This is an optimization exercise on Yosys and OpenROAD, whose aim is small area and a short achievable clock period, not a production implementation. Only simulation tests tie the RTL to the original design; equivalence was not proved.

## flow/design.v (module list and top-level ports; edited modules follow where they fit)
// module fixed_point_alu: 1472 lines
module fixed_point_alu (
    input clk,
    input rst,
    input [1:0] op,
    input signed [15:0] a,
    input signed [15:0] b,
    output signed [23:0] out,
    output overflow
);
  // ...
==> flow/flow/run.sh <==
#!/bin/bash
# The standard layout (standard.sh), with timing repair asked for more setup
# slack than the clock needs, so that it sizes up the critical paths.
export SETUP_SLACK_MARGIN=32
export BUFFER_PORTS_ARGS="-buffer_cell sky130_fd_sc_hd__buf_2"
export SETUP_MOVE_SEQUENCE=unbuffer,sizeup,swap
bash standard.sh > standard.log 2>&1
==> flow/standard.sh <==
#!/bin/bash
# synth_recipe.tcl (not shown) runs the flow's synth.tcl, then flattens the netlist and writes it again
# the make line also repeats each setting of config.mk as NAME=value (left out here)
make -C /OpenROAD-flow-scripts/flow DESIGN_CONFIG=/design/flow/config.mk WORK_HOME=/design/flow/orfs CLKGATE_MAP_FILE= SYNTH_SCRIPT=/design/flow/synth_recipe.tcl "${@:-finish}"
==> flow/config.mk <==
export PLATFORM = sky130hd
export DESIGN_NAME = fixed_point_alu
export DESIGN_NICKNAME = fixed_point_alu
export VERILOG_FILES = /design/flow/design.v
export SDC_FILE = /design/flow/constraint.sdc
export NUM_CORES = 4
export LEC_CHECK = 0
export ABC_AREA = 1
export CAP_MARGIN = 20
export CORE_MARGIN = 2
export CORE_UTILIZATION = 40
export SLEW_MARGIN = 20
==> flow/constraint.sdc <==
create_clock -name core_clock -period 60.0 [get_ports {clk}]
set_input_delay 12.0000 -clock core_clock [delete_from_list [all_inputs] [get_ports {clk}]]
set_output_delay 12.0000 -clock core_clock [all_outputs]
set_load 0.01 [all_outputs]
==> run_results.csv, run 1 <==
group,metric,value,unit
run_status,outcome,"finished clean",
logic_synthesis,ys_ff_latch,50,
detailed_routing,drc_errors,0,
cts,root_buffer,"clkbuf_16",
global_route,use_met1,32.2,%
logic_synthesis,ys.flop_type,"dfrtp_1",
logic_synthesis,netlist_top_cells_count,"1227 x nand2_1, 501 x inv_1, 466 x nand3_1, 281 x nor2_1, 262 x xor2_1",
detailed_routing,highest_layer,"met4",
cts,post_cts_buffers,0,
layout,num-nonclk-inverters,555,
logic_synthesis,syn_area,24300,um^2
layout,nMultiInputCombCells,3274,
layout,final_util,42.4,%
logic_synthesis,synthSimpleGateAreaFrac,43.9,%
detailed_routing,postRouteAntennaNets,0,
floorplan,num_rows,90,
detailed_routing,wl_met2,35400,um
placement,port-buffer-count,60,
layout,final_cell_mix,"1129 x nand2_1, 493 x inv_1, 438 x nand3_1, 266 x nor2_1, 260 x xor2_1",
logic_synthesis,yosysTopAreaCellShare,19.0,%
setup_path,cp.depth,105,
setup_path,cp-startpoint,"e_r[2]",
floorplan,core-area,60200,um^2
placement,place.gp.congestion,0.906,
global_route,grt-ovfl-total,0,
global_route,grt_max_degree,42,
setup_path,worst-path-max-fanout,36,
layout,nFillCells,6590,
logic_synthesis,syn_nets,4271,
layout,seq_share,4.47,%
cts,cts.htree.levels,2,
logic_synthesis,synth_edf_count,0,
==> inputs of run 2 (changes only) <==
==> flow/flow/run.sh (replaced) <==
#!/bin/bash
# The standard layout (standard.sh), with timing repair asked for more setup
# slack than the clock needs, so that it sizes up the critical paths.
export SETUP_SLACK_MARGIN=33
export BUFFER_PORTS_ARGS="-buffer_cell sky130_fd_sc_hd__buf_2"
export SETUP_MOVE_SEQUENCE=unbuffer,sizeup,swap
bash standard.sh > standard.log 2>&1
==> run 2 against run 1 <==
Die area stayed put. Hold slack worse by 0.00080 ns. Core utilization is 3.4 points higher. Final cell count stayed put. Via count is 1.9% higher. Fmax is 0.72% lower. First-iteration DRC count is 4.3% lower. Setup slack worse by 0.19 ns. Sequential share of layout area is 0.33 points lower. Non-clock buffer count stayed put.
==> run_results.csv, run 2 <==
group,metric,value,unit
setup_path,crit_arrival,14.84,ns
floorplan,dieArea,62700,um^2
logic_synthesis,yosysTopAreaCellShare,19.0,%
sta,slew_violations,0,
layout,antenna_cells,0,
layout,final_cell_mix,"971 x nand2_1, 483 x inv_1, 341 x nand3_1, 255 x xor2_1, 226 x nand2_2",
layout,largest_register_ffs,24,
logic_synthesis,synthCells,4054,
cts,cts_buffers,5,
min_path,worst_hold_path_type,"in2async",
cts,cts_tree,"yes",
logic_synthesis,ys.flop_type,"dfrtp_1",
layout,syn2layout_area_growth,13.7,%
cts,post_cts_buffers,0,
logic_synthesis,syn_nets,4271,
logic_synthesis,synth_edf_count,0,
setup_path,crit_top_cell,"nand2_4",
logic_synthesis,synth-seq-area-share,4.65,%
cts,root_buffer,"clkbuf_16",
floorplan,core-area,60200,um^2
floorplan,start_util,40.3,%
global_route,grt_max_degree,42,
detailed_routing,first_pass_iters,7,
sta,fmax,37.3,MHz
placement,hpwlAfterDp,59000,um
logic_synthesis,ys_ff_latch,50,
floorplan,ioPinCount,61,
cts,cts_buffer_depth,2,
global_route,grt_pass1_wl,123000,um
floorplan,die_w,250,um
layout,final_cells,4758,
sta,finalSetupViolCount,0,
detailed_routing,drt-wirelength-per-cell,16.5,um
global_route,grt-ovfl-total,0,
logic_synthesis,async_reset_ff_share,52.0,%
layout,drive_above_1_share,23.2,%
flow_run,maxCapViolations,0,
layout,multi_input_area,22600,um^2
layout,design_area,27600,um^2
sta,fin_crit,26.84,ns
global_route,grt_usage,23.7,%
detailed_routing,drt-initial-drc-count,1913,
detailed_routing,drc_errors,0,
layout,register_area,1140,um^2
global_route,antenna_found_initial,0,
cts,cts.htree.levels,2,
detailed_routing,postRouteAntennaNets,0,
placement,place.gp.congestion,0.906,
placement,dp_cells,4749,
cts,clk_pin_slew_worst_paths,0.07,ns
detailed_routing,drt-total-wl,78500,um
logic_synthesis,post-synth-top-count-cell,"nand2_1",
placement,port-buffer-count,60,
sta,slew_headroom,31.1,%
setup_path,required,48.00,ns
layout,nFillCells,6393,
sta,worst_pin_slew,1.03,ns
cts,numClockSinks,50,
logic_synthesis,post-synth-top-area-cell,"nand2_1",
sta,hold_viol_final,0,
placement,place_area,24300,um^2
logic_synthesis,yosysWarnings,1,
layout,layout_commonest_cell,"nand2_1",
sta,fin_crit_sh,44.7,%
sta,grt_setup_unrepaired,"true",
logic_synthesis,ys_top_cells_by_area,"nand2_1 19%, nand3_1 9.6%, xor2_1 9.4%",
global_route,grt_pass1_vias,23210,
layout,nets,4192,
floorplan,die_y,250,um
run_status,outcome,"finished clean",
sta,finalSetupTns,0,ns
logic_synthesis,synth_cell_type_count,87,
setup_path,endpoint_kind,"output port",
layout,reg_top3,"res_r: 24 flops, e_r: 15 flops, remh_r: 6 flops",
logic_synthesis,netlist_top_cells_count,"1227 x nand2_1, 501 x inv_1, 466 x nand3_1, 281 x nor2_1, 262 x xor2_1",
setup_path,crit_slowest_cell,"nand3_4",
setup_path,critPathMaxStageDelay,0.44,ns
detailed_routing,route.vias.total,25866,
setup_path,critPathKind,"reg2out",
logic_synthesis,postSynthAreaPerCell,5.99,um^2
layout,final_util,45.9,%
logic_synthesis,syn_area,24300,um^2
setup_path,startpoint_type,"flip-flop",
floorplan,num_rows,90,
layout,regMostFlops,"res_r",
detailed_routing,vias_per_cell,5.44,
setup_path,worst-path-max-fanout,36,
run 2: what timing repair did:
item / CTS / global route
gates resized for setup: 60 / 728
pin swaps: 12 / 321
hold buffers: 0 / 0
setup endpoints to repair: 41 / 41
run 2: metrics by stage:
stage          hold WS, ns  worst slack (ns)
2_1_floorplan        12.03             36.05
3_3_place_gp         12.24             31.45
3_5_place_dp         12.24             31.30
4_1_cts              11.92             33.00
5_1_grt              11.68             31.87
6_report             11.68             33.16
run 2: cells by family after synthesis:
logic type	Yosys count	synth area share [%]
xor+xnor	316	12.2
compound gates	436	11.1
mux	3	0.124
simple gates	2337	43.9
flops	50	4.65
fa+ha+maj	182	12.7
buf+inv	730	15.3
run 2: worst max-delay path by stage:
stage,startpoint,end,cells after the start
6_report,n_r,out[16],104
5_1_grt,n_r,out[23],111
4_1_cts,cin_r,out[5],112
3_5_place_dp,b[0],res_r[9],131
3_3_place_gp,b[0],res_r[9],129
2_1_floorplan,cin_r,out[11],111
run 2: critical path, delay by kind of cell (launching register included):
kind | cells | cell delay (ns)
compound gates | 25 | 3.86
xor+xnor | 3 | 0.68
buf+inv | 4 | 0.33
flops | 1 | 0.40
simple gates | 72 | 9.20
run 2: metal layers:
metal | vias up | part of all wire, % | track usage (%)
met2 | 729 | 48 | 40.6
met3 | 100 | 5.5 | 1.85
li1 | 12855 | - | -
met1 | 12182 | 45 | 32.3
met5 | - | 0 | 0
met4 | 0 | 2.2 | 5.10
run 2: final cells by class:
type / count / area share [%]
Inverter: 555 / 8.10
Clock buffer: 5 / 0.453
Sequential cell: 50 / 4.14
Timing Repair Buffer: 89 / 2.01
Multi-Input combinational cell: 3274 / 81.6
Tap cell: 782 / 3.54
Clock inverter: 3 / 0.104
==> inputs of run 3 (changes only) <==
==> flow/flow/run.sh (replaced) <==
#!/bin/bash
# The standard layout (standard.sh), with timing repair asked for more setup
# slack than the clock needs, so that it sizes up the critical paths.
export SETUP_SLACK_MARGIN=33
export BUFFER_PORTS_ARGS="-buffer_cell sky130_fd_sc_hd__buf_2"
bash standard.sh > standard.log 2>&1
==> run 3 against run 2 <==
Critical endpoint is now res_r[9]. Global-route usage increased by 0.46 points. Count of clock-buffer cells in the layout stayed put. Hold slack better by 0.0082 ns. Synthesized cell count unchanged. Final cell count up 3.1%. Still clean on timing, DRC and antenna. Non-clock buffer count is 116 higher. Sequential cell count unchanged. Wire length increased by 4.3%. Largest cell class unchanged.
==> run_results.csv, run 3 <==
group,metric,value,unit
detailed_routing,route.vias.total,26527,
detailed_routing,first_pass_iters,6,
layout,final_cell_mix,"1140 x nand2_1, 493 x inv_1, 446 x nand3_1, 260 x xor2_1, 252 x nor2_1",
global_route,grt_max_degree,42,
global_route,grt_pass1_wl,125000,um
logic_synthesis,yosysWarnings,1,
logic_synthesis,ys_ff_latch,50,
logic_synthesis,ys_top_cells_by_area,"nand2_1 19%, nand3_1 9.6%, xor2_1 9.4%",
global_route,grt_usage,24.1,%
layout,layout_commonest_cell,"nand2_1",
setup_path,startpoint_type,"primary input",
sta,hold_viol_final,0,
cts,numClockSinks,50,
layout,syn2layout_area_growth,11.2,%
run_status,outcome,"finished clean",
logic_synthesis,post-synth-top-count-cell,"nand2_1",
setup_path,crit_slowest_cell,"a21oi_4",
layout,nets,4338,
detailed_routing,drt-initial-drc-count,2210,
cts,cts.htree.levels,2,
layout,regMostFlops,"res_r",
sta,fin_crit,25.94,ns
floorplan,core-area,60200,um^2
detailed_routing,vias_per_cell,5.41,
layout,largest_register_ffs,24,
placement,place.gp.congestion,0.906,
global_route,antenna_found_initial,1,
logic_synthesis,yosysTopAreaCellShare,19.0,%
cts,cts_buffer_depth,2,
logic_synthesis,synth_cell_type_count,87,
logic_synthesis,async_reset_ff_share,52.0,%
sta,finalSetupViolCount,0,
logic_synthesis,synth-seq-area-share,4.65,%
layout,reg_top3,"res_r: 24 flops, e_r: 15 flops, remh_r: 6 flops",
sta,whs,11.69,ns
sta,fin_crit_sh,43.2,%
setup_path,crit_arrival,26.12,ns
layout,nFillCells,6465,
detailed_routing,drc_errors,0,
floorplan,num_rows,90,
floorplan,dieArea,62700,um^2
sta,slew_headroom,32.1,%
logic_synthesis,ys.flop_type,"dfrtp_1",
detailed_routing,drt-wirelength-per-cell,16.7,um
layout,multi_input_area,20900,um^2
logic_synthesis,netlist_top_cells_count,"1227 x nand2_1, 501 x inv_1, 466 x nand3_1, 281 x nor2_1, 262 x xor2_1",
floorplan,die_y,250,um
placement,port-buffer-count,60,
setup_path,critPathKind,"in2reg",
sta,fmax,38.5,MHz
logic_synthesis,postSynthAreaPerCell,5.99,um^2
floorplan,start_util,40.3,%
sta,slew_violations,0,
placement,hpwlAfterDp,59000,um
layout,antenna_cells,0,
sta,worst_pin_slew,1.02,ns
cts,ctsHoldBuffers,0,
setup_path,crit_top_cell,"nand2_1",
sta,grt_setup_unrepaired,"false",
logic_synthesis,syn_area,24300,um^2
cts,cts_tree,"yes",
sta,finalSetupTns,0,ns
logic_synthesis,syn_nets,4271,
min_path,worst_hold_path_type,"in2async",
detailed_routing,drt-total-wl,81900,um
setup_path,critPathMaxStageDelay,0.39,ns
logic_synthesis,synthCells,4054,
setup_path,worst-path-max-fanout,23,
floorplan,ioPinCount,61,
setup_path,endpoint_kind,"flip-flop",
cts,cts_buffers,5,
logic_synthesis,post-synth-top-area-cell,"nand2_1",
global_route,grt-ovfl-total,0,
cts,clk_pin_slew_worst_paths,0.07,ns
flow_run,maxCapViolations,0,
setup_path,required,60.18,ns
global_route,grt_pass1_vias,23410,
detailed_routing,postRouteAntennaNets,0,
layout,register_area,1140,um^2
logic_synthesis,synth_edf_count,0,
floorplan,die_w,250,um
cts,root_buffer,"clkbuf_16",
layout,drive_above_1_share,17.4,%
[run 3: per-layer routing]
layer / up-vias / share of wire [%] / track usage [%]
met2: 911 / 47 / 41.2
met5: - / 0 / 0
met3: 116 / 6.7 / 1.75
met1: 12309 / 43 / 33.0
li1: 13191 / - / -
met4: 0 / 2.7 / 5.58
[run 3: per-stage QoR]
stage                     instances  cell area (um^2)  worst slack [ns]  util [%]
after floorplan                4054             24300             36.05         -
after global placement         4749             24300             31.45      40.3
after detailed placement       4749             24300             31.30      40.3
after CTS                      4778             24900             33.03      41.3
after global routing           4904             27000             32.87      44.9
final                          4904             27000             34.06      44.9
[run 3: area by class of cell]
| type | instances | share of cell area, % |
|---|---|---|
| Clock buffer | 5 | 0.463 |
| Clock inverter | 3 | 0.106 |
| Inverter | 555 | 8.23 |
| Multi-Input combinational cell | 3302 | 77.5 |
| Sequential cell | 50 | 4.21 |
| Tap cell | 782 | 3.62 |
| Timing Repair Buffer | 205 | 5.80 |
| Timing Repair inverter | 2 | 0.0509 |
[run 3: logic make-up (layout without fill, tap and decap cells)]
group                    after synthesis  in the layout  share of synthesized area [%]
AO/OA/AOI/OAI                        436            436                           11.1
XOR/XNOR                             316            316                           12.2
adder cells (fa/ha/maj)              182            182                           12.7
buffers and inverters                730            770                           15.3
flip-flops                            50             50                           4.65
multiplexers                           3              3                          0.124
AND/OR/NAND/NOR                     2337           2365                           43.9
[run 3: timing repair]
action / CTS / global route
hold endpoints to repair: 0 / 0
gates cloned: 6 / 26
endpoints found under the setup margin: 41 / 41
setup buffers: 15 / 99
gates resized for setup: 50 / 271
pin swaps: 7 / 119
[run 3: worst max-delay path, delay by kind of cell]
family	cells	cell delay, ns
simple gates	104	10.83
compound gates	7	1.34
buf+inv	11	1.49
xor+xnor	2	0.35
[run 3: final timing paths]
path,startpoint,to,slack (ns),cells after the start
max in group asynchronous,rst,res_r[23],47.87,3
min in group core_clock,op[1],op_r[1],11.93,1
max,b[15],res_r[9],34.06,124
min,rst,res_r[1],11.69,2
==> inputs of run 4 (changes only) <==
==> flow/flow/run.sh (replaced) <==
#!/bin/bash
# The standard layout (standard.sh), with timing repair asked for more setup
# slack than the clock needs, so that it sizes up the critical paths.
export SETUP_SLACK_MARGIN=32
export BUFFER_PORTS_ARGS="-buffer_cell sky130_fd_sc_hd__buf_2"
bash standard.sh > standard.log 2>&1
--- a/flow/config.mk
+++ b/flow/config.mk
@@ -6,7 +6,7 @@
 export NUM_CORES = 4
 export LEC_CHECK = 0
 export ABC_AREA = 1
-export CAP_MARGIN = 20
+export CAP_MARGIN = 0
 export CORE_MARGIN = 2
 export CORE_UTILIZATION = 40
-export SLEW_MARGIN = 20
+export SLEW_MARGIN = 0
==> run 4 against run 3 <==
Still clean on timing, DRC and antenna. Count of clock-buffer cells in the layout unchanged. Via count down 2.8%. Hold slack improved by 0.24 ns. Area after synthesis is the same. Wire length shrank 5.1%. Die area did not move. Global-route usage is 0.54 points lower.
==> run_results.csv, run 4 <==
group,metric,value,unit
run_status,outcome,"finished clean",
global_route,grt_max_degree,42,
sta,finalSetupTns,0,ns
layout,syn2layout_area_growth,4.96,%
setup_path,crit_arrival,26.85,ns
layout,final_cell_mix,"1208 x nand2_1, 496 x inv_1, 462 x nand3_1, 270 x nor2_1, 261 x xor2_1",
global_route,grt_pass1_wl,122000,um
layout,antenna_cells,0,
layout,nets,4254,
floorplan,core-area,60200,um^2
logic_synthesis,yosysTopAreaCellShare,19.0,%
layout,drive_above_1_share,12.3,%
sta,slew_headroom,17.8,%
logic_synthesis,synth_cell_type_count,87,
setup_path,worst-path-max-fanout,14,
logic_synthesis,synthCells,4054,
floorplan,die_y,250,um
sta,slew_violations,0,
placement,hpwlAfterDp,59000,um
logic_synthesis,synth-seq-area-share,4.65,%
sta,whs,11.93,ns
logic_synthesis,synth_edf_count,0,
setup_path,endpoint_kind,"flip-flop",
cts,root_buffer,"clkbuf_16",
detailed_routing,drt-initial-drc-count,1994,
detailed_routing,postRouteAntennaNets,0,
sta,fin_crit,26.63,ns
setup_path,startpoint_type,"primary input",
detailed_routing,drt-wirelength-per-cell,16.1,um
flow_run,maxCapViolations,0,
logic_synthesis,ys_ff_latch,50,
placement,place_area,24300,um^2
logic_synthesis,yosysWarnings,1,
cts,cts_tree,"yes",
detailed_routing,vias_per_cell,5.35,
cts,cts_buffer_depth,2,
detailed_routing,drc_errors,0,
logic_synthesis,netlist_top_cells_count,"1227 x nand2_1, 501 x inv_1, 466 x nand3_1, 281 x nor2_1, 262 x xor2_1",
floorplan,die_w,250,um
logic_synthesis,postSynthAreaPerCell,5.99,um^2
floorplan,ioPinCount,61,
detailed_routing,first_pass_iters,7,
layout,layout_commonest_cell,"nand2_1",
floorplan,num_rows,90,
logic_synthesis,syn_nets,4271,
cts,numClockSinks,50,
sta,worst_slack,33.37,ns
setup_path,critPathMaxStageDelay,0.36,ns
global_route,grt_pass1_vias,23119,
global_route,grt_usage,23.6,%
logic_synthesis,post-synth-top-count-cell,"nand2_1",
logic_synthesis,post-synth-top-area-cell,"nand2_1",
layout,largest_register_ffs,24,
placement,place.gp.congestion,0.906,
sta,grt_setup_unrepaired,"false",
cts,clk_pin_slew_worst_paths,0.07,ns
layout,design_area,25500,um^2
min_path,worst_hold_path_type,"in2reg",
global_route,grt-ovfl-total,0,
logic_synthesis,ys_top_cells_by_area,"nand2_1 19%, nand3_1 9.6%, xor2_1 9.4%",
detailed_routing,drt-total-wl,77800,um
logic_synthesis,ys.flop_type,"dfrtp_1",
sta,worst_pin_slew,1.23,ns
cts,cts.htree.levels,2,
placement,port-buffer-count,60,
logic_synthesis,async_reset_ff_share,52.0,%
sta,finalSetupViolCount,0,
setup_path,crit_top_cell,"nand2_1",
placement,place_ws,31.30,ns
cts,cts_buffers,5,
sta,fmax,37.6,MHz
layout,regMostFlops,"res_r",
layout,reg_top3,"res_r: 24 flops, e_r: 15 flops, remh_r: 6 flops",
sta,hold_viol_final,0,
floorplan,dieArea,62700,um^2
logic_synthesis,syn_area,24300,um^2
setup_path,required,60.22,ns
global_route,antenna_found_initial,0,
setup_path,crit_slowest_cell,"nor3_2",
floorplan,start_util,40.3,%
sta,fin_crit_sh,44.4,%
cts,ctsHoldBuffers,0,
detailed_routing,route.vias.total,25787,
setup_path,critPathKind,"in2reg",
run 4: critical path: cells and delay by family:
family | cells | cell delay, ns
fa+ha+maj | 1 | 0.35
compound gates | 5 | 1.01
xor+xnor | 1 | 0.20
simple gates | 111 | 11.19
buf+inv | 15 | 1.99
run 4: cells by family (layout without fill, tap and decap cells):
logic type	after synthesis	count (layout)	synth area share (%)
AOI/OAI and AO/OA	436	436	11.1
xor gates and xnor gates	316	316	12.2
adders and majority gates	182	182	12.7
buffers and inverters	730	702	15.3
DFF	50	50	4.65
muxes	3	3	0.124
and+or+nand+nor	2337	2349	43.9
run 4: metal layers:
metal | part of all wire (%) | vias to the layer above | track usage (%)
li1 | - | 12999 | -
met1 | 45 | 11925 | 32.2
met2 | 47 | 775 | 40.3
met3 | 6.2 | 88 | 1.92
met4 | 2.1 | 0 | 5.30
met5 | 0 | - | 0
run 4: worst paths after layout:
check / from / to / slack [ns] / cells past startpoint
min in group asynchronous: rst / res_r[1] / 11.97 / 2
max in group asynchronous: rst / res_r[23] / 47.42 / 2
max: b[15] / res_r[0] / 33.37 / 133
min: op[1] / op_r[1] / 11.93 / 1
run 4: layout make-up:
class | count | area, um^2
clock buffer | 5 | 125
clock inverter | 3 | 28.8
fill | 6592 | 34700
inverter | 555 | 2210
multi-input combinational | 3286 | 20100
sequential | 50 | 1130
tap | 782 | 978
timing repair buffer | 139 | 957
run 4: stage by stage:
stage                     instances  utilization [%]
after floorplan                4054                -
final                          4820             42.3
after global routing           4820             42.3
after CTS                      4757             40.6
after global placement         4749             40.3
after detailed placement       4749             40.3
run 4: timing repair:
| item | 4_1_cts | 5_1_grt |
|---|---|---|
| cloned | 0 | 13 |
| hold endpoints to repair | 0 | 0 |
| pin swaps | 0 | 25 |
| setup buffers | 0 | 50 |
| gates resized for setup | 7 | 114 |
| endpoints found under the setup margin | 40 | 41 |
==> inputs of run 5 (changes only) <==
--- a/flow/config.mk
+++ b/flow/config.mk
@@ -6,7 +6,7 @@
 export NUM_CORES = 4
 export LEC_CHECK = 0
 export ABC_AREA = 1
-export CAP_MARGIN = 0
+export CAP_MARGIN = 20
 export CORE_MARGIN = 2
-export CORE_UTILIZATION = 40
-export SLEW_MARGIN = 0
+export CORE_UTILIZATION = 50
+export SLEW_MARGIN = 20
==> run 5 against run 4 <==
Wire length increased by 4.6%. Critical path depth decreased by 21. Die area decreased by 20%. Hold slack got worse by 0.17 ns. Via count increased by 0.90%. Count of clock-buffer cells in the layout unchanged. Core utilization increased by 11 points. Final cell count decreased by 2.8%. Final area increased by 0.61%. Setup slack got worse by 0.16 ns. First-iteration DRC count increased by 9.0%. Critical endpoint is now out[5].
==> run_results.csv, run 5 <==
group,metric,value,unit
run_status,outcome,"finished clean",
setup_path,critPathKind,"reg2out",
layout,nets,4283,
setup_path,worst-path-max-fanout,19,
global_route,grt_usage,31.0,%
global_route,grt_pass1_vias,23320,
logic_synthesis,yosysTopAreaCellShare,19.0,%
placement,place.gp.congestion,0.913,
detailed_routing,drt-initial-drc-count,2173,
placement,hpwlAfterDp,60300,um
logic_synthesis,post-synth-top-count-cell,"nand2_1",
layout,largest_register_ffs,24,
detailed_routing,drt-wirelength-per-cell,17.4,um
floorplan,die_w,224,um
logic_synthesis,syn_nets,4271,
floorplan,die_y,224,um
setup_path,crit_arrival,14.79,ns
sta,grt_setup_unrepaired,"false",
layout,layout_commonest_cell,"nand2_1",
logic_synthesis,synthCells,4054,
logic_synthesis,async_reset_ff_share,52.0,%
cts,root_buffer,"clkbuf_16",
layout,regMostFlops,"res_r",
placement,port-buffer-count,60,
cts,ctsHoldBuffers,0,
detailed_routing,drt-total-wl,81400,um
floorplan,core-area,47800,um^2
sta,worst_pin_slew,1.27,ns
logic_synthesis,post-synth-top-area-cell,"nand2_1",
layout,final_cells,4683,
setup_path,endpoint_kind,"output port",
flow_run,maxCapViolations,0,
sta,fin_crit,26.79,ns
placement,dp_cells,4587,
detailed_routing,first_pass_iters,6,
cts,numClockSinks,50,
floorplan,ioPinCount,61,
cts,clk_pin_slew_worst_paths,0.07,ns
logic_synthesis,synth_cell_type_count,87,
layout,syn2layout_area_growth,5.60,%
layout,reg_top3,"res_r: 24 flops, e_r: 15 flops, remh_r: 6 flops",
setup_path,required,48.00,ns
placement,place_ws,30.77,ns
logic_synthesis,synth_compound_area_share,11.1,%
sta,finalSetupTns,0,ns
logic_synthesis,synth-seq-area-share,4.65,%
layout,design_area,25700,um^2
detailed_routing,vias_per_cell,5.56,
floorplan,num_rows,80,
cts,cts_tree,"yes",
setup_path,startpoint_type,"flip-flop",
sta,hold_viol_final,0,
layout,nFillCells,5141,
logic_synthesis,postSynthAreaPerCell,5.99,um^2
sta,slew_violations,0,
logic_synthesis,synthSimpleGateAreaFrac,43.9,%
layout,final_cell_mix,"1205 x nand2_1, 496 x inv_1, 458 x nand3_1, 268 x nor2_1, 262 x xor2_1",
logic_synthesis,ys_ff_latch,50,
cts,cts_buffer_depth,2,
sta,fmax,37.3,MHz
logic_synthesis,synth_top_family_by_area,"simple AND/OR/NAND/NOR gates",
placement,place_area,24100,um^2
logic_synthesis,ys_top_cells_by_area,"nand2_1 19%, nand3_1 9.6%, xor2_1 9.4%",
logic_synthesis,netlist_top_cells_count,"1227 x nand2_1, 501 x inv_1, 466 x nand3_1, 281 x nor2_1, 262 x xor2_1",
detailed_routing,route.vias.total,26020,
logic_synthesis,syn_area,24300,um^2
global_route,grt_max_degree,42,
sta,whs,11.76,ns
floorplan,start_util,50.8,%
global_route,grt_pass1_wl,126000,um
detailed_routing,postRouteAntennaNets,0,
setup_path,crit_slowest_cell,"dfxtp_2",
logic_synthesis,synth_edf_count,0,
sta,finalSetupViolCount,0,
global_route,grt-ovfl-total,0,
logic_synthesis,synth_xor_area_share,12.2,%
logic_synthesis,synth.area.mux_share,0.124,%
detailed_routing,drc_errors,0,
floorplan,dieArea,50400,um^2
logic_synthesis,yosysWarnings,1,
setup_path,critPathMaxStageDelay,0.40,ns
logic_synthesis,ys.flop_type,"dfrtp_1",
cts,cts.htree.levels,2,
layout,final_util,53.6,%
sta,fin_crit_sh,44.7,%
layout,drive_above_1_share,13.4,%
cts,cts_buffers,5,
global_route,antenna_found_initial,1,
setup_path,crit_top_cell,"nand2_1",
sta,slew_headroom,15.0,%
logic_synthesis,synth_adder_area_share,12.7,%
min_path,worst_hold_path_type,"in2async",
sta,worst_slack,33.21,ns
## run 5: repair_timing
action / in CTS / in global routing
endpoints found under the setup margin: 39 / 41
setup buffers: 10 / 62
cloned: 2 / 13
resized for setup: 16 / 133
pin swaps: 4 / 32
## run 5: final timing paths
path | start | end | slack (ns) | cells past startpoint
setup / recovery | cin_r | out[5] | 33.21 | 112
hold / removal | rst | res_r[6] | 11.76 | 2
max in group asynchronous | rst | res_r[21] | 47.75 | 3
min in group core_clock | op[1] | op_r[1] | 11.91 | 1
## run 5: cells by family after synthesis
kind of cell             Yosys count
adder cells (fa/ha/maj)          182
AO/OA/AOI/OAI                    436
multiplexers                       3
XOR/XNOR                         316
flip-flops                        50
buffers and inverters            730
AND/OR/NAND/NOR                 2337
## run 5: layer usage
metal	share of wire [%]	vias up	routed length, um	track usage (%)
li1	-	13041	-	-
met1	43	11961	35100	41.1
met2	47	869	38100	53.2
met3	6.6	149	5350	3.14
met4	3.4	0	2760	8.99
met5	0	-	0	0
## run 5: final cells by class
class                   instances  area (um^2)  area share, %
flip-flops and latches         50         1140           4.43
clock buffers                   5          125          0.488
clock inverters                 3         28.8          0.112
inverters                     555         2210           8.59
repair inverters                1         5.00         0.0195
multi-input cells            3286        20100           78.5
repair buffers                167         1250           4.86
well taps                     615          769           3.00
diodes                          1         2.50        0.00975
## run 5: worst max-delay path, delay by kind of cell, from the launching register on
kind	cells	cell delay (ns)
AOI/OAI and AO/OA	28	4.81
xor gates and xnor gates	2	0.39
buffers and inverters	9	0.88
DFF	1	0.40
and+or+nand+nor	73	7.93
==> inputs of run 6 (changes only) <==
--- a/flow/config.mk
+++ b/flow/config.mk
@@ -8,5 +8,6 @@
 export ABC_AREA = 1
 export CAP_MARGIN = 20
 export CORE_MARGIN = 2
-export CORE_UTILIZATION = 50
+export CORE_UTILIZATION = 40
+export GPL_ROUTABILITY_DRIVEN = 0
 export SLEW_MARGIN = 20
==> run 6 against run 5 <==
First-iteration DRC count is 1.7% higher. Wire length is 3.8% lower. Sequential cell count stayed put. Final area is 0.25% lower. Fmax is 0.70% higher. Setup slack better by 0.19 ns. Still clean on timing, DRC and antenna. Via count is 0.96% lower. Area after synthesis stayed put. Critical path depth is 18 higher.
==> run_results.csv, run 6 <==
group,metric,value,unit
sta,slew_headroom,31.9,%
logic_synthesis,synth_top_family_by_area,"simple AND/OR/NAND/NOR gates",
cts,ctsHoldBuffers,0,
layout,nets,4261,
min_path,worst_hold_path_type,"in2async",
flow_run,maxCapViolations,0,
setup_path,worst-path-max-fanout,25,
setup_path,critPathMaxStageDelay,0.32,ns
setup_path,crit_top_cell,"nand2_1",
logic_synthesis,synth_cell_type_count,87,
sta,fin_crit_sh,44.3,%
logic_synthesis,synth-seq-area-share,4.65,%
detailed_routing,drt-wirelength-per-cell,16.2,um
floorplan,die_w,250,um
layout,drive_above_1_share,12.6,%
detailed_routing,route.vias.total,25771,
sta,finalSetupViolCount,0,
detailed_routing,vias_per_cell,5.34,
setup_path,critPathKind,"in2reg",
detailed_routing,postRouteAntennaNets,0,
global_route,grt_max_degree,42,
logic_synthesis,post-synth-top-area-cell,"nand2_1",
cts,cts_tree,"yes",
cts,clk_pin_slew_worst_paths,0.07,ns
global_route,use_met1,32.5,%
layout,largest_register_ffs,24,
setup_path,crit_slowest_cell,"nor3_1",
sta,hold_viol_final,0,
detailed_routing,drt-initial-drc-count,2209,
logic_synthesis,yosysTopAreaCellShare,19.0,%
global_route,antenna_found_initial,0,
global_route,grt_pass1_wl,124000,um
global_route,gr-usage-met2,40.9,%
logic_synthesis,syn_nets,4271,
placement,port-buffer-count,60,
setup_path,startpoint_type,"primary input",
logic_synthesis,synthSimpleGateAreaFrac,43.9,%
global_route,grt-ovfl-total,0,
logic_synthesis,synth_adder_area_share,12.7,%
cts,numClockSinks,50,
sta,worst_pin_slew,1.02,ns
sta,worst_slack,33.39,ns
sta,fmax,37.6,MHz
detailed_routing,first_pass_iters,6,
layout,reg_top3,"res_r: 24 flops, e_r: 15 flops, remh_r: 6 flops",
detailed_routing,drt-total-wl,78300,um
logic_synthesis,ys_ff_latch,50,
sta,finalSetupTns,0,ns
setup_path,crit_arrival,26.77,ns
sta,grt_setup_unrepaired,"false",
logic_synthesis,post-synth-top-count-cell,"nand2_1",
floorplan,ioPinCount,61,
logic_synthesis,postSynthAreaPerCell,5.99,um^2
logic_synthesis,synth_xor_area_share,12.2,%
logic_synthesis,async_reset_ff_share,52.0,%
floorplan,num_rows,90,
logic_synthesis,syn_area,24300,um^2
logic_synthesis,synth.area.mux_share,0.124,%
run_status,outcome,"finished clean",
layout,layout_commonest_cell,"nand2_1",
logic_synthesis,yosysWarnings,1,
floorplan,start_util,40.3,%
floorplan,dieArea,62700,um^2
placement,place_ws,31.23,ns
global_route,grt_usage,23.9,%
logic_synthesis,synth_edf_count,0,
setup_path,path_buf_inv,13,
logic_synthesis,ys.flop_type,"dfrtp_1",
cts,cts_buffers,5,
logic_synthesis,ys_top_cells_by_area,"nand2_1 19%, nand3_1 9.6%, xor2_1 9.4%",
logic_synthesis,synthCells,4054,
layout,final_cell_mix,"1211 x nand2_1, 496 x inv_1, 461 x nand3_1, 266 x nor2_1, 261 x xor2_1",
cts,cts.htree.levels,2,
layout,antenna_cells,0,
layout,final_util,42.5,%
cts,cts_buffer_depth,2,
sta,fin_crit,26.61,ns
layout,regMostFlops,"res_r",
sta,slew_violations,0,
global_route,grt_util_met3,2.02,%
layout,syn2layout_area_growth,5.34,%
setup_path,endpoint_kind,"flip-flop",
floorplan,die_y,250,um
logic_synthesis,synth_compound_area_share,11.1,%
sta,whs,11.83,ns
setup_path,crit_family,"simple AND/OR/NAND/NOR gates",
global_route,grt_busiest_layer,"met2",
cts,root_buffer,"clkbuf_16",
placement,hpwlAfterDp,59100,um
logic_synthesis,netlist_top_cells_count,"1227 x nand2_1, 501 x inv_1, 466 x nand3_1, 281 x nor2_1, 262 x xor2_1",
setup_path,required,60.17,ns
global_route,grt_pass1_vias,23327,
floorplan,core-area,60200,um^2
detailed_routing,drc_errors,0,
run 6: per-stage QoR:
| step | cells | area [um^2] |
|---|---|---|
| floorplan | 4054 | 24300 |
| global placement | 4752 | 24300 |
| detailed placement | 4752 | 24300 |
| CTS | 4762 | 24500 |
| global route | 4827 | 25600 |
| finish | 4827 | 25600 |
run 6: cell type report:
cell class	instances	area, um^2
clock inverters	2	38.8
fillers	6626	34600
flip-flops and latches	50	1130
repair buffers	145	1040
inverters	555	2210
clock buffers	6	139
well taps	782	978
multi-input cells	3287	20100
run 6: logic make-up after synthesis:
| group | Yosys count |
|---|---|
| and+or+nand+nor | 2337 |
| adders and majority gates | 182 |
| DFF | 50 |
| buffers and inverters | 730 |
| AOI/OAI and AO/OA | 436 |
| muxes | 3 |
| xor gates and xnor gates | 316 |
run 6: path summary, 6_finish.rpt:
kind,cells after the start,start,slack (ns),end
min in group core_clock,1,op[1],11.94,op_r[1]
max in group asynchronous,2,rst,47.74,res_r[16]
max,130,b[15],33.39,res_r[9]
min,2,rst,11.83,res_r[1]
run 6: routing by layer:
| layer | vias to the layer above | share of wire (%) |
|---|---|---|
| met5 | - | 0 |
| met4 | 0 | 2.5 |
| met3 | 106 | 6.3 |
| met2 | 782 | 46 |
| met1 | 11886 | 45 |
| li1 | 12997 | - |
run 6: repair_timing:
| action | 4_1_cts | 5_1_grt |
|---|---|---|
| pin swaps | 1 | 28 |
| setup endpoints to repair | 40 | 41 |
| gates resized for setup | 12 | 109 |
| cloned | 2 | 13 |
| setup buffers | 0 | 52 |
==> inputs of run 7 (changes only) <==
--- a/flow/config.mk
+++ b/flow/config.mk
@@ -9,5 +9,4 @@
 export CAP_MARGIN = 20
 export CORE_MARGIN = 2
 export CORE_UTILIZATION = 40
-export GPL_ROUTABILITY_DRIVEN = 0
 export SLEW_MARGIN = 20
==> run 7 against run 6 <==
Global-route usage fell by 0.33 points. Area after synthesis is the same. Count of clock-buffer cells in the layout is 1 lower. Highest routed layer unchanged. Via count up 0.17%. Final area shrank 0.29%. Final cell count fell by 0.12%. Largest cell class unchanged. Wire length is 0.37% lower.
==> run_results.csv, run 7 <==
group,metric,value,unit
layout,final_cell_mix,"1208 x nand2_1, 496 x inv_1, 462 x nand3_1, 270 x nor2_1, 261 x xor2_1",
layout,syn2layout_area_growth,5.04,%
logic_synthesis,yosysWarnings,1,
sta,finalSetupViolCount,0,
cts,root_buffer,"clkbuf_16",
flow_run,maxCapViolations,0,
run_status,outcome,"finished clean",
global_route,grt_pass1_wl,122000,um
floorplan,die_w,250,um
layout,regMostFlops,"res_r",
logic_synthesis,ys_ff_latch,50,
sta,fin_crit,26.62,ns
cts,cts_tree,"yes",
cts,cts_buffer_depth,2,
layout,drive_above_1_share,12.4,%
detailed_routing,postRouteAntennaNets,0,
logic_synthesis,post-synth-top-count-cell,"nand2_1",
detailed_routing,wl_met2,36500,um
sta,finalSetupTns,0,ns
layout,largest_register_ffs,24,
layout,final_util,42.4,%
detailed_routing,vias_per_cell,5.35,
placement,dp_cells,4749,
setup_path,crit_top_cell,"nand2_1",
sta,fmax,37.6,MHz
placement,hpwlAfterDp,59000,um
global_route,grt_pass1_vias,23119,
detailed_routing,drt-initial-drc-count,1985,
setup_path,endpoint_kind,"flip-flop",
cts,cts.htree.levels,2,
cts,numClockSinks,50,
sta,slew_headroom,32.4,%
placement,place_ws,31.30,ns
global_route,antenna_found_initial,0,
global_route,grt-ovfl-total,0,
layout,antenna_cells,0,
detailed_routing,highest_layer,"met4",
setup_path,critPathKind,"in2reg",
placement,port-buffer-count,60,
sta,worst_pin_slew,1.01,ns
detailed_routing,drt-total-wl,78000,um
detailed_routing,wl_met3,4810,um
logic_synthesis,synthCells,4054,
layout,final_cells,4821,
setup_path,path_buf_inv,15,
logic_synthesis,ys_top_cells_by_area,"nand2_1 19%, nand3_1 9.6%, xor2_1 9.4%",
sta,whs,11.68,ns
floorplan,die_y,250,um
logic_synthesis,syn_area,24300,um^2
floorplan,num_rows,90,
setup_path,critPathMaxStageDelay,0.37,ns
detailed_routing,route.vias.total,25816,
setup_path,worst-path-max-fanout,14,
logic_synthesis,yosysTopAreaCellShare,19.0,%
logic_synthesis,synth-seq-area-share,4.65,%
logic_synthesis,postSynthAreaPerCell,5.99,um^2
cts,cts_buffers,5,
layout,reg_top3,"res_r: 24 flops, e_r: 15 flops, remh_r: 6 flops",
logic_synthesis,async_reset_ff_share,52.0,%
floorplan,start_util,40.3,%
placement,place.gp.congestion,0.906,
floorplan,ioPinCount,61,
setup_path,crit_slowest_cell,"nor3_2",
logic_synthesis,synth_edf_count,0,
detailed_routing,drc_errors,0,
sta,worst_slack,33.38,ns
layout,layout_commonest_cell,"nand2_1",
setup_path,crit_family,"simple AND/OR/NAND/NOR gates",
logic_synthesis,syn_nets,4271,
global_route,grt_max_degree,42,
logic_synthesis,post-synth-top-area-cell,"nand2_1",
floorplan,core-area,60200,um^2
logic_synthesis,netlist_top_cells_count,"1227 x nand2_1, 501 x inv_1, 466 x nand3_1, 281 x nor2_1, 262 x xor2_1",
min_path,worst_hold_path_type,"in2async",
setup_path,required,60.22,ns
global_route,grt_usage,23.6,%
detailed_routing,drt-met1-wl,34900,um
logic_synthesis,synth_cell_type_count,87,
sta,fin_crit_sh,44.4,%
setup_path,startpoint_type,"primary input",
logic_synthesis,ys.flop_type,"dfrtp_1",
layout,nets,4255,
sta,hold_viol_final,0,
detailed_routing,first_pass_iters,10,
floorplan,dieArea,62700,um^2
cts,clk_pin_slew_worst_paths,0.07,ns
sta,slew_violations,0,
setup_path,crit_arrival,26.85,ns
detailed_routing,drt-wirelength-per-cell,16.2,um
sta,grt_setup_unrepaired,"false",
==> run 7: through the flow <==
stage | cell area, um^2
after global placement | 24300
after global routing | 25500
final | 25500
after detailed placement | 24300
after CTS | 24400
after floorplan | 24300
==> run 7: path summary, 6_finish.rpt <==
check / from / endpoint / depth (start not counted)
max in group asynchronous: rst / res_r[23] / 3
worst max-delay path: b[15] / res_r[0] / 133
worst min-delay path: rst / res_r[5] / 2
min in group core_clock: op[1] / op_r[1] / 1
==> run 7: final cells by class <==
cell class	count	area, um^2
clock buffer	5	125
timing repair buffer	140	972
tap	782	978
sequential	50	1130
fill	6589	34700
inverter	555	2210
multi-input combinational	3286	20100
clock inverter	3	28.8
==> run 7: repair_timing <==
| action | 4_1_cts | 5_1_grt |
|---|---|---|
| resized for setup | 7 | 114 |
| endpoints found under the setup margin | 40 | 41 |
| cloned | 0 | 13 |
| setup buffers | 0 | 50 |
| pin swaps | 0 | 25 |
| hold buffers | 0 | 0 |
==> run 7: cells by family after synthesis <==
| logic type | synth area share [%] |
|---|---|
| AOI/OAI and AO/OA | 11.1 |
| buffers and inverters | 15.3 |
| xor gates and xnor gates | 12.2 |
| adders and majority gates | 12.7 |
| muxes | 0.124 |
| and+or+nand+nor | 43.9 |
| DFF | 4.65 |
==> run 7: routing by layer <==
layer  GRT usage [%]  vias to the layer above
li1                -                    12990
met1            32.2                    11980
met2            40.3                      762
met3            1.92                       84
met4            5.30                        0
met5               0                        -
==> inputs of run 8 (changes only) <==
==> flow/flow/run.sh (replaced) <==
#!/bin/bash
# The standard layout (standard.sh), with timing repair asked for more setup
# slack than the clock needs, so that it sizes up the critical paths.
export SETUP_SLACK_MARGIN=31
export BUFFER_PORTS_ARGS="-buffer_cell sky130_fd_sc_hd__buf_2"
bash standard.sh > standard.log 2>&1
==> run 8 against run 7 <==
Highest routed layer unchanged. Hold slack gained 0.0063 ns. Critical path type unchanged. Global-route usage barely moved. Still clean on timing, DRC and antenna. Non-clock buffer count decreased by 39. Sequential share of layout area increased by 0.12 points.
==> run_results.csv, run 8 <==
group,metric,value,unit
run_status,outcome,"finished clean",
cts,cts_tree,"yes",
detailed_routing,route.vias.total,25421,
placement,port-buffer-count,60,
setup_path,endpoint_kind,"flip-flop",
layout,final_cell_mix,"1224 x nand2_1, 498 x inv_1, 465 x nand3_1, 277 x nor2_1, 262 x xor2_1",
cts,clk_pin_slew_worst_paths,0.07,ns
logic_synthesis,ys_top_cells_by_area,"nand2_1 19%, nand3_1 9.6%, xor2_1 9.4%",
cts,numClockSinks,50,
logic_synthesis,syn_area,24300,um^2
logic_synthesis,ys_ff_latch,50,
logic_synthesis,async_reset_ff_share,52.0,%
detailed_routing,first_pass_iters,6,
floorplan,die_w,250,um
layout,reg_top3,"res_r: 24 flops, e_r: 15 flops, remh_r: 6 flops",
sta,slew_violations,0,
setup_path,crit_family,"simple AND/OR/NAND/NOR gates",
logic_synthesis,post-synth-top-area-cell,"nand2_1",
placement,place_ws,31.30,ns
logic_synthesis,synth-seq-area-share,4.65,%
cts,cts_buffer_depth,2,
global_route,grt_usage,23.6,%
logic_synthesis,synthCells,4054,
layout,nFillCells,6660,
sta,worst_pin_slew,0.920,ns
setup_path,crit_arrival,27.48,ns
layout,syn2layout_area_growth,2.06,%
logic_synthesis,ys.flop_type,"dfrtp_1",
sta,grt_setup_unrepaired,"true",
setup_path,crit_slowest_cell,"clkinvlp_4",
cts,ctsHoldBuffers,0,
layout,layout_commonest_cell,"nand2_1",
layout,antenna_cells,0,
logic_synthesis,postSynthAreaPerCell,5.99,um^2
setup_path,critPathMaxStageDelay,0.46,ns
floorplan,die_y,250,um
layout,multi_input_area,19700,um^2
logic_synthesis,synth_xor_area_share,12.2,%
sta,fmax,36.6,MHz
placement,place.gp.congestion,0.906,
setup_path,required,60.18,ns
logic_synthesis,synth_adder_area_share,12.7,%
layout,drive_above_1_share,10.4,%
floorplan,num_rows,90,
placement,dp_cells,4749,
flow_run,maxCapViolations,0,
logic_synthesis,synthSimpleGateAreaFrac,43.9,%
logic_synthesis,netlist_top_cells_count,"1227 x nand2_1, 501 x inv_1, 466 x nand3_1, 281 x nor2_1, 262 x xor2_1",
sta,finalSetupTns,0,ns
detailed_routing,vias_per_cell,5.32,
sta,worst_slack,32.70,ns
sta,finalSetupViolCount,0,
detailed_routing,postRouteAntennaNets,0,
floorplan,dieArea,62700,um^2
logic_synthesis,yosysTopAreaCellShare,19.0,%
logic_synthesis,yosysWarnings,1,
logic_synthesis,syn_nets,4271,
cts,cts.htree.levels,2,
global_route,grt-ovfl-total,0,
detailed_routing,drc_errors,0,
sta,fin_crit_sh,45.5,%
global_route,grt_pass1_vias,23109,
cts,cts_buffers,5,
logic_synthesis,synth_edf_count,0,
logic_synthesis,synth_cell_type_count,87,
detailed_routing,drt-total-wl,76300,um
setup_path,critPathKind,"in2reg",
sta,slew_headroom,38.3,%
setup_path,startpoint_type,"primary input",
cts,root_buffer,"clkbuf_16",
sta,fin_crit,27.30,ns
global_route,grt_max_degree,42,
sta,hold_viol_final,0,
placement,hpwlAfterDp,59000,um
logic_synthesis,synth_top_family_by_area,"simple AND/OR/NAND/NOR gates",
setup_path,worst-path-max-fanout,26,
floorplan,ioPinCount,61,
setup_path,path_buf_inv,12,
floorplan,core-area,60200,um^2
detailed_routing,drt-wirelength-per-cell,16.0,um
global_route,grt_pass1_wl,122000,um
setup_path,crit_top_cell,"nand2_1",
layout,regMostFlops,"res_r",
logic_synthesis,synth.area.mux_share,0.124,%
min_path,worst_hold_path_type,"in2async",
logic_synthesis,post-synth-top-count-cell,"nand2_1",
layout,largest_register_ffs,24,
layout,nets,4209,
global_route,antenna_found_initial,0,
detailed_routing,drt-initial-drc-count,1961,
layout,final_cells,4775,
layout,register_area,1130,um^2
logic_synthesis,synth_compound_area_share,11.1,%
floorplan,start_util,40.3,%
## run 8: worst paths after layout
check                      startpoint         to  slack [ns]  cells after the start
max in group asynchronous         rst  res_r[23]       47.87                      3
min in group core_clock         op[1]    op_r[1]       11.93                      1
max                             b[15]  remh_r[4]       32.70                    135
min                               rst   res_r[1]       11.69                      2
## run 8: timing repair
action | 4_1_cts | 5_1_grt
setup buffers | 0 | 12
setup endpoints to repair | 0 | 41
gates resized for setup | 0 | 45
## run 8: metrics by stage
step | area (um^2) | utilization [%] | hold slack (ns)
after floorplan | 24300 | - | 12.03
after detailed placement | 24300 | 40.3 | 12.24
final | 24800 | 41.2 | 11.69
after global routing | 24800 | 41.2 | 11.68
after CTS | 24400 | 40.5 | 11.92
after global placement | 24300 | 40.3 | 12.24
## run 8: cell families after synthesis
family / Yosys count
xor+xnor: 316
mux: 3
buf+inv: 730
flops: 50
compound gates: 436
fa+ha+maj: 182
simple gates: 2337
## run 8: routing by layer
| metal | up-vias | track usage [%] | routed length (um) |
|---|---|---|---|
| met5 | - | 0 | 0 |
| li1 | 12879 | - | - |
| met2 | 732 | 40.3 | 35700 |
| met1 | 11736 | 32.2 | 34700 |
| met4 | 0 | 5.30 | 1430 |
| met3 | 74 | 1.92 | 4600 |
## run 8: cell type report
| cell class | count | share of cell area, % |
|---|---|---|
| Multi-Input combinational cell | 3278 | 79.5 |
| Inverter | 555 | 8.79 |
| Sequential cell | 50 | 4.57 |
| Tap cell | 782 | 3.94 |
| Timing Repair Buffer | 101 | 2.58 |
| Clock buffer | 5 | 0.504 |
| Clock inverter | 3 | 0.116 |
| Timing Repair inverter | 1 | 0.0202 |

-- port drivers added, routing unchanged --
In the flow no input, the clock included, has a driving cell. The finished layouts below were timed again as built, in two steps. Step 1: set_driving_cell puts a clkbuf_16 on clk and a buf_2 on each other input, an assumption about the parent block. Step 2 adds t to the input delays and takes it off the output delays; t is the mean of the earliest and latest rising clock arrival at the registers after step 1. Input paths then give back, and output paths get back, about the clock's delay inside the block. Three values: ideal, step 1, step 2; two values: the first two.
run | t (ns) | slack for setup (ns) | worst hold slack (ns) | worst slew at a driven data input, ns | cell pins on the clock port's net
run 1 | 0.338 | 33.358 / 33.314 / 33.098 | 11.681 / 11.663 / 12.001 | 0.04 | 1
run 2 | 0.341 | 33.164 / 33.120 / 33.009 | 11.681 / 11.660 / 12.001 | 0.05 | 1
run 3 | 0.341 | 34.058 / 34.069 / 33.740 | 11.689 / 11.667 / 12.008 | 0.04 | 1
run 4 | 0.340 | 33.369 / 33.394 / 33.054 | 11.931 / 11.906 / 12.246 | 0.04 | 1
run 5 | 0.349 | 33.206 / 33.164 / 33.102 | 11.760 / 11.738 / 12.087 | 0.04 | 1
run 6 | 0.335 | 33.392 / 33.415 / 33.080 | 11.833 / 11.806 / 12.141 | 0.04 | 1
run 7 | 0.339 | 33.377 / 33.401 / 33.062 | 11.680 / 11.661 / 12.000 | 0.04 | 1
run 8 | 0.338 | 32.698 / 32.723 / 32.385 | 11.686 / 11.665 / 12.003 | 0.04 | 1
After both steps every run listed still meets setup and hold. The setup slack of run 3, which loses most, moves by +0.011 ns with the drivers and by -0.318 ns with both steps.
